Background: an optimization exercise with open tools, aiming at small area. Do not read the settings as production practice.
In this exercise RTL edits were held to simulation tests only and were not proved equivalent to the original.

delta:
Design fir_filter, start of the top module:
module fir_filter (
    input  wire signed [15:0] i_fir_data_in,
    input  wire               i_fir_en,
    input  wire               i_tap_wr_en,
    input  wire        [5:0]  i_tap_wr_addr,
    input  wire        [15:0] i_tap_wr_data,
    input  wire               i_clk,
    input  wire               i_rst_n,
    output reg  signed [31:0] o_fir_data_out
);
reg [15:0] tap [0:50];
reg [16:0] buffer [0:50];
reg [31:0] acc_a, acc_b;    
reg [21:0] macc_n;
integer i;
always @(posedge i_clk or negedge i_rst_n) begin
    if (!i_rst_n) begin
        tap[0] <= 16'hfffd;
        tap[1] <= 16'hffeb;
        tap[2] <= 16'hffda;
        tap[3] <= 16'hffcb;
        tap[4] <= 16'hffc5;
        tap[5] <= 16'hffd2;
        tap[6] <= 16'hfffa;
        tap[7] <= 16'h003e;
        tap[8] <= 16'h0093;
        tap[9] <= 16'h00df;
        tap[10] <= 16'h0102;
        tap[11] <= 16'h00da;
        tap[12] <= 16'h0051;
        tap[13] <= 16'hff6e;
        tap[14] <= 16'hfe56;
        tap[15] <= 16'hfd51;
        tap[16] <= 16'hfcbe;
        tap[17] <= 16'hfcfd;
        tap[18] <= 16'hfe56;
        tap[19] <= 16'h00e3;
        tap[20] <= 16'h0480;
        tap[21] <= 16'h08c7;
        tap[22] <= 16'h0d24;
        tap[23] <= 16'h10e9;
        tap[24] <= 16'h1377;
        tap[25] <= 16'h145f;
        tap[26] <= 16'h1377;
        tap[27] <= 16'h10e9;
        tap[28] <= 16'h0d24;
        tap[29] <= 16'h08c7;
        tap[30] <= 16'h0480;
        tap[31] <= 16'h00e3;
        tap[32] <= 16'hfe56;
        tap[33] <= 16'hfcfd;
        tap[34] <= 16'hfcbe;
        tap[35] <= 16'hfd51;
        tap[36] <= 16'hfe56;
        tap[37] <= 16'hff6e;
        tap[38] <= 16'h0051;
        tap[39] <= 16'h00da;
        tap[40] <= 16'h0102;
        tap[41] <= 16'h00df;
        tap[42] <= 16'h0093;
        tap[43] <= 16'h003e;
        tap[44] <= 16'hfffa;
        tap[45] <= 16'hffd2;
        tap[46] <= 16'hffc5;
        tap[47] <= 16'hffcb;
        tap[48] <= 16'hffda;
        tap[49] <= 16'hffeb;
        tap[50] <= 16'hfffd;
    end else if (i_tap_wr_en && !i_fir_en && i_tap_wr_addr <= 6'd50) begin
        tap[i_tap_wr_addr] <= i_tap_wr_data;
    end
end
wire [7:0] rc;
assign rc[0] = 1'b0;
wire [16:0] din_r;
genvar j;
generate for (j = 0; j < 7; j = j + 1) begin : rec
    wire [2:0] v = {1'b0, i_fir_data_in[2*j+1:2*j]} + {2'b00, rc[j]};
  ...
For scale: ~34,000 cells after synthesis, roughly 310,000 µm² of cells after synthesis.
Settings: LEC_CHECK=0, ABC_AREA=1, CAP_MARGIN=30, CORE_MARGIN=2, CORE_UTILIZATION=30, CTS_CLUSTER_DIAMETER=100, CTS_CLUSTER_SIZE=30, PLACE_DENSITY=0.4, SLEW_MARGIN=30, SYNTH_HIERARCHICAL=1, SYNTH_MINIMUM_KEEP_SIZE=0; clock period 12.0 ns.
run.sh (not shown) runs the stock make flow with config.mk's settings and CLKGATE_MAP_FILE= SYNTH_SCRIPT=/design/flow/synth_recipe.tcl, a recipe that flattens the netlist after the stock synthesis.
Ran to the end and failed final checks on antenna rules: delta.
Modified inputs, gamma compared to delta
--- a/flow/config.mk
+++ b/flow/config.mk
@@ -13,3 +13,3 @@
 export CTS_CLUSTER_SIZE = 30
-export PLACE_DENSITY = 0.4
+export PLACE_DENSITY = 0.45
 export SLEW_MARGIN = 30
[summary]
STATUS run=gamma STAGES=ALL_DONE FINAL_CHECKS=FAILED CAUSE=antenna rules. Relative to delta, number of buffers other than clock buffers in the final layout decreased by 39 in gamma. Sequential cell area fraction in the yosys report: gamma vs delta identical. Compared with delta, gamma shows cell area that has gone down slightly. Changes observed in gamma relative to delta: cell count level; final critical delay including setup and external delays moved down; maximum frequency from static timing analysis level; starting density of the core level. Diff gamma and delta: overall routing resource usage higher in delta.

========
maple:
fir_filter, a different RTL version from the one above (not shown whole).
Size in the first run: ~35000 cells after synthesis, about 1800 flip-flops, ~74 I/O pins.
==> flow/config.mk <==
export PLATFORM = sky130hd
export DESIGN_NAME = fir_filter
export DESIGN_NICKNAME = fir_filter
export VERILOG_FILES = /design/flow/design.v
export SDC_FILE = /design/flow/constraint.sdc
export NUM_CORES = 8
export LEC_CHECK = 0
export ABC_AREA = 1
export CAP_MARGIN = 30
export CORE_MARGIN = 2
export CORE_UTILIZATION = 30
export CTS_CLUSTER_DIAMETER = 100
export CTS_CLUSTER_SIZE = 30
export PLACE_DENSITY = 0.4
export SLEW_MARGIN = 30
export SYNTH_HIERARCHICAL = 1
export SYNTH_MINIMUM_KEEP_SIZE = 0
==> flow/constraint.sdc <==
create_clock -name core_clock -period 12.0 [get_ports {i_clk}]
set_input_delay 2.4000 -clock core_clock [delete_from_list [all_inputs] [get_ports {i_clk}]]
set_output_delay 2.4000 -clock core_clock [all_outputs]
set_load 0.01 [all_outputs]
For raven, these inputs were changed with respect to maple:
Settings: swapping 30 for 20 in CAP_MARGIN; swapping 30 for 20 in SLEW_MARGIN.
## What came out
maple completed end to end with timing, DRC and antenna clean. raven completed end to end; final checks failed (antenna violations, max-capacitance violations, max-slew violations). Comparing max-slew violation count for maple and raven, the smaller number came from maple. Diff maple..raven | routed wire length per instance | negligible. As far as fraction of area in multi-input gates is concerned, raven and maple perform about the same. There was hardly any difference in met2 usage between maple and raven. raven -> maple: multi-input gate count delta 0, exact match. Between raven and maple, the global-route wire length before repair does not differ in any meaningful way.

========
fir_filter with an RTL version that a note above also has.
For scale: roughly 34000 cells after synthesis, about 1800 flip-flops, about 74 I/O pins, roughly 310000 um2 of cells after synthesis.
export LEC_CHECK = 0
export ABC_AREA = 1
export CAP_MARGIN = 30
export CORE_MARGIN = 2
export CORE_UTILIZATION = 40
export PLACE_DENSITY = 0.5
export SLEW_MARGIN = 30
export SYNTH_HIERARCHICAL = 1
export SYNTH_MINIMUM_KEEP_SIZE = 0
create_clock -name core_clock -period 12.0 [get_ports {i_clk}]
The baseline finished but failed the layout checks on antenna violations.
Edit:
- CORE_UTILIZATION: 40 -> 45
- PLACE_DENSITY: 0.5 -> 0.55
The new run completed and failed the layout checks on max-slew violations; global-route usage rises by 5.1 points; flip-flop and latch count is unchanged; clock skew came out lower by 0.028 ns; setup slack is better by 0.17 ns; design area is lower by 0.56%; fmax is higher by 1.5%; area after synthesis is unchanged; register-to-register slack is better by 0.17 ns; routed wire length shrinks by 3.6%.

==> separate check: timing with driven ports <==
In the flow no input, the clock included, has a driving cell. The finished layouts below were timed again as built, in two steps.
Step 1 (the two cells are an assumption about what drives the block):
set clk [get_ports {i_clk}]
set_driving_cell -lib_cell sky130_fd_sc_hd__clkbuf_16 $clk
set_driving_cell -lib_cell sky130_fd_sc_hd__buf_2 [delete_from_list [all_inputs] $clk]
Step 2 also shifts input and output timing later by t, the mid clock arrival at the registers, as if the neighbouring blocks saw the same clock.
a / b / c = no drivers / after step 1 / after step 2; a / b = the first two.
run | t, ns | setup WS [ns] | worst data-port slew with drivers (ns)
delta | 1.337 | 1.186 / 1.186 / 1.186 | 0.35
gamma | 1.315 | 1.201 / 1.201 / 1.201 | 0.20
maple | 1.360 | 1.615 / 1.615 / 1.440 | 0.12
raven | 1.356 | 1.627 / 1.627 / 1.466 | 0.12
the first run of note 3 | 1.277 | 0.732 / 0.732 / 0.732 | 0.20
the second run of note 3 | 1.272 | 0.898 / 0.898 / 0.898 | 0.12
The setup slack of maple, which loses most, moves by 0.000 ns with the drivers and by -0.175 ns with both steps.
